This is an optimization exercise on Yosys and OpenROAD, whose aim is small area, not a production implementation. Function was checked by simulation only, so behaviour that the tests miss may differ from the original. Power is estimated from default activity; no workload was simulated.

==> cedar <==
## DP_project
module DP_project(
    input [1:0] mode,
    input start, cancel, door_close, fill_water, drain_water, in_clk,
    output door_lock, fill_valve, drain_valve, motor_bled,
    output [3:0] mode_led,
    output [2:0] status,
    output [4:0] ps_led,
    output [6:0] lcd_out,
    output [7:0] lcd_an
    );
    localparam IDLE = 3'd0, READY = 3'd1, WASH = 3'd2, RINSE = 3'd3, SPIN = 3'd4;
    reg [3:0] c;
    reg [1:0] dd;
    reg       fp;        
    wire c10  = (c == 4'd10);
    wire tick = c10 && !dd[0];
    always @(posedge in_clk) begin
        if (cancel) begin
            c  <= 4'd0;
            dd <= 2'd0;
        end else if (c10) begin
            c  <= 4'd1;
            dd <= dd + 1'b1;
        end else
            c  <= c + 1'b1;
    end
    reg [2:0]  ps;
    reg [1:0]  step;
    reg        e;        
    reg        z;        
    reg        rd;       
    reg        motor;
    reg [1:0]  ml;       
    reg [1:0]  mode_r;   
    reg [10:0] t;        
    reg [4:0]  d;        
    reg [10:0] target;
    always @(*) begin
        case (ps)
            WASH:    target = mode_r[0] ? 11'd1250 : 11'd1500;
            RINSE:   target = (mode_r == 2'd1) ? 11'd1000 : 11'd1500;
            default: target = (mode_r == 2'd1) ? 11'd750 : 11'd1000;
        endcase
    end
    wire done = (t == target);
    reg [4:0] dload;
    always @(*) begin
        case (mode)
            2'd0: dload = 5'd16;
            2'd1: dload = 5'd12;
            2'd2: dload = 5'd10;
            default: dload = 5'd4;
        endcase
    end
  ...
clock: 15.0 ns
lec_check: 0
cap_margin: 20
core_margin: 2
core_utilization: 40
place_density: 0.6
slew_margin: 20
run.sh (not shown) runs the stock make flow with config.mk's settings and CLKGATE_MAP_FILE= SYNTH_SCRIPT=/design/flow/synth_recipe.tcl, a recipe that flattens the netlist after the stock synthesis.
==> inputs of juniper, as changes to cedar <==
--- a/flow/design.v
+++ b/flow/design.v
@@ -22,85 +22,83 @@
             c  <= 4'd1;
             dd <= dd + 1'b1;
         end else
             c  <= c + 1'b1;
     end
     reg [2:0]  ps;
     reg [1:0]  step;
     reg        e;        
-    reg        z;        
-    reg        rd;       
     reg        motor;
     reg [1:0]  ml;       
-    reg [1:0]  mode_r;   
-    reg [10:0] t;        
-    reg [4:0]  d;        
-    reg [10:0] target;
+    reg [7:0]  r;        
+    reg [4:0]  d;
+    wire st_idle  = (ps == IDLE);
+    wire st_ready = (ps == READY);
+    wire st_wash  = (ps == WASH);
+    wire st_rinse = (ps == RINSE);
+    wire st_spin  = (ps == SPIN);
+    wire st_wr    = st_wash || st_rinse;
+    reg [4:0] dend;
     always @(*) begin
         case (ps)
-            WASH:    target = mode_r[0] ? 11'd1250 : 11'd1500;
-            RINSE:   target = (mode_r == 2'd1) ? 11'd1000 : 11'd1500;
-            default: target = (mode_r == 2'd1) ? 11'd750 : 11'd1000;
-        endcase
-    end
-    wire done = (t == target);
+            WASH:    dend = ml[0] ? 5'd7 : 5'd16;
+            RINSE:   dend = ml[1] ? 5'd4 : (ml[0] ? 5'd1 : 5'd2);
+            default: dend = (ml == 2'd3) ? 5'd0 : (ml == 2'd2) ? 5'd30 : 5'd28;
+        endcase
+    end
+    wire r0   = (r == 8'd0);
+    wire done = r0 && (d == dend);
     reg [4:0] dload;
     always @(*) begin
         case (mode)
-            2'd0: dload = 5'd16;
-            2'd1: dload = 5'd12;
-            2'd2: dload = 5'd10;
+            2'd0: dload = 5'd22;
+            2'd1: dload = 5'd18;
+            2'd2: dload = 5'd16;
             default: dload = 5'd4;
         endcase
     end
-    wire t250 = (t == 11'd0) || (t == 11'd250) || (t == 11'd500) || (t == 11'd750) ||
-                (t == 11'd1000) || (t == 11'd1250) || (t == 11'd1500);
+    wire [4:0] ddec = (d == 5'd16) ? 5'd9 : d - 1'b1;
+    wire [1:0] dmode = {~d[1], d[2] ^ d[1]};
     always @(posedge in_clk) begin
         if (cancel) begin
             ps <= IDLE;
-            step <= 2'd0;
+            step <= 2'b10;
             e <= 1'b0;
-            z <= 1'b1;
-            rd <= 1'b0;
             motor <= 1'b0;
             ml <= 2'd0;
-            mode_r <= 2'd0;
-            t <= 11'd0;
+            r <= 8'd0;
             d <= 5'd0;
         end else if (tick) begin
-            if (!motor)
-                t <= 11'd0;
-            else if (!done)
-                t <= t + 1'b1;
-            if (ps == IDLE)
+            if (!motor || done || r == 8'd249)
+                r <= 8'd0;
+            else
+                r <= r + 1'b1;
+            if (st_idle)
                 d <= dload;
-            else if (motor && t250)
-                d <= d - 1'b1;
+            else if (motor && r0)
+                d <= ddec;
             case (ps)
                 IDLE: begin
-                    mode_r <= mode;
                     if (start && door_close) begin
                         ps <= READY;
-                        rd <= 1'b0;
+                        step[0] <= 1'b0;
                     end else if (start) begin
-                        rd <= 1'b1;
+                        step[0] <= 1'b1;
                     end else begin
                         e <= 1'b1;
-                        z <= 1'b0;
-                        rd <= 1'b0;
+                        step <= 2'b00;
                         ml <= mode;
                     end
                 end
                 READY: begin
                     e <= 1'b0;
-                    z <= 1'b0;
-                    ml <= mode_r;
-                    step <= 2'd0;
-                    ps <= (mode_r[1] == 1'b0) ? WASH : (mode_r[0] ? SPIN : RINSE);
+                    step <= 2'b00;
+                    ml <= dmode;
+                    ps <= (dmode[1] == 1'b0) ? WASH : (dmode[0] ? SPIN : RINSE);
                 end
                 WASH, RINSE: begin
                     case (step)
                         2'd0: begin
                             e <= 1'b1;
                             step <= {1'b0, fill_water};
                         end
                         2'd1: begin
@@ -111,61 +109,58 @@
                             motor <= 1'b0;
                             if (drain_water) step <= 2'd3;
                         end
                         default: begin
                             if (!e)
                                 step <= 2'd0;
                             else begin
                                 e <= 1'b0;
-                                ps <= (ps == WASH) ? RINSE : SPIN;
+                                ps <= st_wash ? RINSE : SPIN;
                             end
                         end
                     endcase
                 end
                 default: begin  
                     if (!done) begin
                         e <= 1'b1;
                         motor <= 1'b1;
                     end else begin
                         e <= 1'b0;
                         motor <= 1'b0;
+                        step <= 2'b00;
                         ps <= IDLE;
                     end
                 end
             endcase
         end
     end
-    wire st_idle  = (ps == IDLE);
-    wire st_ready = (ps == READY);
-    wire st_wash  = (ps == WASH);
-    wire st_rinse = (ps == RINSE);
-    wire st_spin  = (ps == SPIN);
-    wire st_wr    = st_wash || st_rinse;
+    wire z  = (st_idle || st_ready) && step[1];
+    wire rd = st_idle && step[0];
     assign door_lock   = !st_idle;
     assign motor_bled  = motor;
     assign fill_valve  = st_wr && ((step == 2'd0 && e) || (step == 2'd1 && !motor));
     assign drain_valve = st_wr && ((step == 2'd2 && !motor) || (step == 2'd3 && e));
     assign mode_led    = z ? 4'b0000 : (4'b0001 << ml);
     assign status      = !st_idle ? 3'b010 :
                          rd ? 3'b001 : e ? 3'b100 : z ? 3'b000 : 3'b010;
     reg [4:0] psl;
     always @(*) begin
         if (st_idle || st_ready)
             psl = z ? 5'b00000 : e ? 5'b00001 : 5'b10000;
         else if (st_wash)
             psl = e ? 5'b00100 : 5'b00010;
         else if (st_rinse)
-            psl = e ? 5'b01000 : (mode_r == 2'd2 ? 5'b00010 : 5'b00100);
+            psl = e ? 5'b01000 : (ml == 2'd2 ? 5'b00010 : 5'b00100);
         else
-            psl = e ? 5'b10000 : (mode_r == 2'd3 ? 5'b00010 : 5'b01000);
+            psl = e ? 5'b10000 : (ml == 2'd3 ? 5'b00010 : 5'b01000);
     end
     assign ps_led = psl;
-    wire       ten = (d >= 5'd10) && (d <= 5'd16);
-    wire [3:0] unit = (d <= 5'd9) ? d[3:0] : ten ? (d[3:0] - 4'd10) : 4'd0;
+    wire       ten  = d[4] && !d[3];
+    wire [3:0] unit = {d[3] && !d[4], d[2:0] & {3{!(d[4] && d[3])}}};
     reg [3:0] ustore;    
     reg       tb;        
     reg       tstore;    
     always @(posedge in_clk) begin
         if (cancel) begin
             ustore <= 4'd0;
             tb <= 1'b0;
             tstore <= 1'b0;
==> flow/flow/run.sh (new file) <==
#!/bin/bash
set -euo pipefail
here=$(pwd)
export MY_ABC_SCRIPT=$here/flow/area.abc
bash standard.sh ADDER_MAP_FILE= SYNTH_SCRIPT=$here/flow/my_synth.tcl synth > synth.log 2>&1
bash standard.sh ADDER_MAP_FILE= SYNTH_SCRIPT=$here/flow/my_synth.tcl finish > finish.log 2>&1
==> flow/flow/area.abc (new file) <==
strash
&get -n
&deepsyn -T 30
&put
strash
dch -f
map -a
topo
==> flow/flow/my_synth.tcl (new file) <==
# The standard flow's synthesis (synth_recipe.tcl) with one change: the final abc
# mapping runs an area-oriented script (flow/area.abc) in place of the
# platform's.
proc synth {args} { yosys synth -nofsm -noshare {*}$args }
proc abc {args} {
  set i [lsearch -exact $args -script]
  if {$i >= 0} {
    set args [lreplace $args [expr {$i+1}] [expr {$i+1}] $::env(MY_ABC_SCRIPT)]
  }
  yosys abc {*}$args
}
source $::env(SCRIPTS_DIR)/synth.tcl
# left out here: clear keep_hierarchy, flatten, clean up, hide names made inside functions, write 1_2_yosys.v
==> flow/standard.sh (new file) <==
#!/bin/bash
# synth_recipe.tcl (not shown) runs the flow's synth.tcl, then flattens the netlist and writes it again
# the make line also repeats each setting of config.mk as NAME=value (left out here)
make -C /OpenROAD-flow-scripts/flow DESIGN_CONFIG=/design/flow/config.mk WORK_HOME=/design/flow/orfs CLKGATE_MAP_FILE= SYNTH_SCRIPT=/design/flow/synth_recipe.tcl "${@:-finish}"
ABC_AREA = 1   (was not set)
removed: flow/run.sh
==> inputs of yarrow, as changes to cedar <==
--- a/flow/design.v
+++ b/flow/design.v
@@ -22,85 +22,83 @@
             c  <= 4'd1;
             dd <= dd + 1'b1;
         end else
             c  <= c + 1'b1;
     end
     reg [2:0]  ps;
     reg [1:0]  step;
     reg        e;        
-    reg        z;        
-    reg        rd;       
     reg        motor;
     reg [1:0]  ml;       
-    reg [1:0]  mode_r;   
-    reg [10:0] t;        
-    reg [4:0]  d;        
-    reg [10:0] target;
+    reg [7:0]  r;        
+    reg [4:0]  d;
+    wire st_idle  = (ps == IDLE);
+    wire st_ready = (ps == READY);
+    wire st_wash  = (ps == WASH);
+    wire st_rinse = (ps == RINSE);
+    wire st_spin  = (ps == SPIN);
+    wire st_wr    = st_wash || st_rinse;
+    reg [4:0] dend;
     always @(*) begin
         case (ps)
-            WASH:    target = mode_r[0] ? 11'd1250 : 11'd1500;
-            RINSE:   target = (mode_r == 2'd1) ? 11'd1000 : 11'd1500;
-            default: target = (mode_r == 2'd1) ? 11'd750 : 11'd1000;
-        endcase
-    end
-    wire done = (t == target);
+            WASH:    dend = ml[0] ? 5'd7 : 5'd16;
+            RINSE:   dend = ml[1] ? 5'd4 : (ml[0] ? 5'd1 : 5'd2);
+            default: dend = (ml == 2'd3) ? 5'd0 : (ml == 2'd2) ? 5'd30 : 5'd28;
+        endcase
+    end
+    wire r0   = (r == 8'd0);
+    wire done = r0 && (d == dend);
     reg [4:0] dload;
     always @(*) begin
         case (mode)
-            2'd0: dload = 5'd16;
-            2'd1: dload = 5'd12;
-            2'd2: dload = 5'd10;
+            2'd0: dload = 5'd22;
+            2'd1: dload = 5'd18;
+            2'd2: dload = 5'd16;
             default: dload = 5'd4;
         endcase
     end
-    wire t250 = (t == 11'd0) || (t == 11'd250) || (t == 11'd500) || (t == 11'd750) ||
-                (t == 11'd1000) || (t == 11'd1250) || (t == 11'd1500);
+    wire [4:0] ddec = (d == 5'd16) ? 5'd9 : d - 1'b1;
+    wire [1:0] dmode = {~d[1], d[2] ^ d[1]};
     always @(posedge in_clk) begin
         if (cancel) begin
             ps <= IDLE;
-            step <= 2'd0;
+            step <= 2'b10;
             e <= 1'b0;
-            z <= 1'b1;
-            rd <= 1'b0;
             motor <= 1'b0;
             ml <= 2'd0;
-            mode_r <= 2'd0;
-            t <= 11'd0;
+            r <= 8'd0;
             d <= 5'd0;
         end else if (tick) begin
-            if (!motor)
-                t <= 11'd0;
-            else if (!done)
-                t <= t + 1'b1;
-            if (ps == IDLE)
+            if (!motor || done || r == 8'd249)
+                r <= 8'd0;
+            else
+                r <= r + 1'b1;
+            if (st_idle)
                 d <= dload;
-            else if (motor && t250)
-                d <= d - 1'b1;
+            else if (motor && r0)
+                d <= ddec;
             case (ps)
                 IDLE: begin
-                    mode_r <= mode;
                     if (start && door_close) begin
                         ps <= READY;
-                        rd <= 1'b0;
+                        step[0] <= 1'b0;
                     end else if (start) begin
-                        rd <= 1'b1;
+                        step[0] <= 1'b1;
                     end else begin
                         e <= 1'b1;
-                        z <= 1'b0;
-                        rd <= 1'b0;
+                        step <= 2'b00;
                         ml <= mode;
                     end
                 end
                 READY: begin
                     e <= 1'b0;
-                    z <= 1'b0;
-                    ml <= mode_r;
-                    step <= 2'd0;
-                    ps <= (mode_r[1] == 1'b0) ? WASH : (mode_r[0] ? SPIN : RINSE);
+                    step <= 2'b00;
+                    ml <= dmode;
+                    ps <= (dmode[1] == 1'b0) ? WASH : (dmode[0] ? SPIN : RINSE);
                 end
                 WASH, RINSE: begin
                     case (step)
                         2'd0: begin
                             e <= 1'b1;
                             step <= {1'b0, fill_water};
                         end
                         2'd1: begin
@@ -111,61 +109,58 @@
                             motor <= 1'b0;
                             if (drain_water) step <= 2'd3;
                         end
                         default: begin
                             if (!e)
                                 step <= 2'd0;
                             else begin
                                 e <= 1'b0;
-                                ps <= (ps == WASH) ? RINSE : SPIN;
+                                ps <= st_wash ? RINSE : SPIN;
                             end
                         end
                     endcase
                 end
                 default: begin  
                     if (!done) begin
                         e <= 1'b1;
                         motor <= 1'b1;
                     end else begin
                         e <= 1'b0;
                         motor <= 1'b0;
+                        step <= 2'b00;
                         ps <= IDLE;
                     end
                 end
             endcase
         end
     end
-    wire st_idle  = (ps == IDLE);
-    wire st_ready = (ps == READY);
-    wire st_wash  = (ps == WASH);
-    wire st_rinse = (ps == RINSE);
-    wire st_spin  = (ps == SPIN);
-    wire st_wr    = st_wash || st_rinse;
+    wire z  = (st_idle || st_ready) && step[1];
+    wire rd = st_idle && step[0];
     assign door_lock   = !st_idle;
     assign motor_bled  = motor;
     assign fill_valve  = st_wr && ((step == 2'd0 && e) || (step == 2'd1 && !motor));
     assign drain_valve = st_wr && ((step == 2'd2 && !motor) || (step == 2'd3 && e));
     assign mode_led    = z ? 4'b0000 : (4'b0001 << ml);
     assign status      = !st_idle ? 3'b010 :
                          rd ? 3'b001 : e ? 3'b100 : z ? 3'b000 : 3'b010;
     reg [4:0] psl;
     always @(*) begin
         if (st_idle || st_ready)
             psl = z ? 5'b00000 : e ? 5'b00001 : 5'b10000;
         else if (st_wash)
             psl = e ? 5'b00100 : 5'b00010;
         else if (st_rinse)
-            psl = e ? 5'b01000 : (mode_r == 2'd2 ? 5'b00010 : 5'b00100);
+            psl = e ? 5'b01000 : (ml == 2'd2 ? 5'b00010 : 5'b00100);
         else
-            psl = e ? 5'b10000 : (mode_r == 2'd3 ? 5'b00010 : 5'b01000);
+            psl = e ? 5'b10000 : (ml == 2'd3 ? 5'b00010 : 5'b01000);
     end
     assign ps_led = psl;
-    wire       ten = (d >= 5'd10) && (d <= 5'd16);
-    wire [3:0] unit = (d <= 5'd9) ? d[3:0] : ten ? (d[3:0] - 4'd10) : 4'd0;
+    wire       ten  = d[4] && !d[3];
+    wire [3:0] unit = {d[3] && !d[4], d[2:0] & {3{!(d[4] && d[3])}}};
     reg [3:0] ustore;    
     reg       tb;        
     reg       tstore;    
     always @(posedge in_clk) begin
         if (cancel) begin
             ustore <= 4'd0;
             tb <= 1'b0;
             tstore <= 1'b0;
ABC_AREA = 1   (was not set)
==> flow_summary.yaml <==
status:
  status: "no timing/DRC/antenna violations"
logic_synthesis:
  ys_ff_latch: 42
  synthDistinctLibCells: 78
  syn_area_per_cell_um2: 7.73
grt:
  grt_pass1_wl_um: 15500
  use_met1: 0.247
route:
  vias: 3375
  dr_wl_met3_um: 376
worst_setup_path:
  startpoint: "d[1]"
  r2r-end: "t[8]"
  crit_top_cell: "inv_1"
finish:
  signal_buffers: 35
  drive_above_1_share: 0.0524
  multi_input_area_share: 0.616
sta:
  hold-worst-slack_ps: 490
# the run above: cedar

==> flow_summary.yaml <==
pwr:
  peakVddDrop_mv: 0.0533
route:
  dr_wl_met3_um: 159
  vias: 2165
finish:
  signal_buffers: 32
status:
  status: "no timing/DRC/antenna violations"
worst_setup_path:
  r2r-end: "r[7]"
  crit_top_cell: "clkinv_1"
  end_kind: "output pin"
logic_synthesis:
  synthDistinctLibCells: 24
  syn_area_per_cell_um2: 6.17
  ys_ff_latch: 35
  synth_cells: 328
grt:
  use_met1: 0.268
  grt_pass1_wl_um: 8830
sta:
  hold-worst-slack_ps: 462
die:
  io_pins: 39
# the run above: juniper

==> flow_summary.yaml <==
status:
  status: "no timing/DRC/antenna violations"
finish:
  signal_buffers: 32
  drive_above_1_share: 0.0595
  clock_cell_area_share: 0.0265
  multi_input_area_share: 0.539
route:
  wl_um: 6590
  dr_wl_met3_um: 160
  vias: 2685
grt:
  grt_usage: 0.183
  overflow: 0
  use_met1: 0.253
worst_setup_path:
  startpoint: "dd[0]"
  end_kind: "output pin"
logic_synthesis:
  synth_compound_area_frac: 0.192
  syn_area_per_cell_um2: 6.55
  synthDistinctLibCells: 39
  ys_ff_latch: 35
# the run above: yarrow

what the ideal ports hide:
In the flow no input, the clock included, has a driving cell. The finished layouts below were timed again as built, in two steps. Step 1, drivers: a clkbuf_16 drives in_clk and a buf_2 each remaining input, both assumed. Step 2 adds t to the input delays and takes it off the output delays; t is the mean of the earliest and latest rising clock arrival at the registers after step 1. Input paths then give back, and output paths get back, about the clock's delay inside the block. Slacks: ideal ports / drivers / drivers and shift; pairs: ideal ports / drivers.
run	shift t [ns]	setup slack, ns	worst hold slack (ns)	clock arrival spread, ns	worst data-port slew with drivers (ns)
cedar	0.323	8.586 / 8.555 / 8.878	0.490 / 0.490 / 0.490	0.010 / 0.010	0.04
juniper	0.309	8.947 / 8.923 / 9.232	0.462 / 0.462 / 0.462	0.005 / 0.005	0.04
yarrow	0.318	9.183 / 9.154 / 9.471	0.464 / 0.464 / 0.464	0.006 / 0.005	0.04
After both steps setup and hold are still met in every run listed.
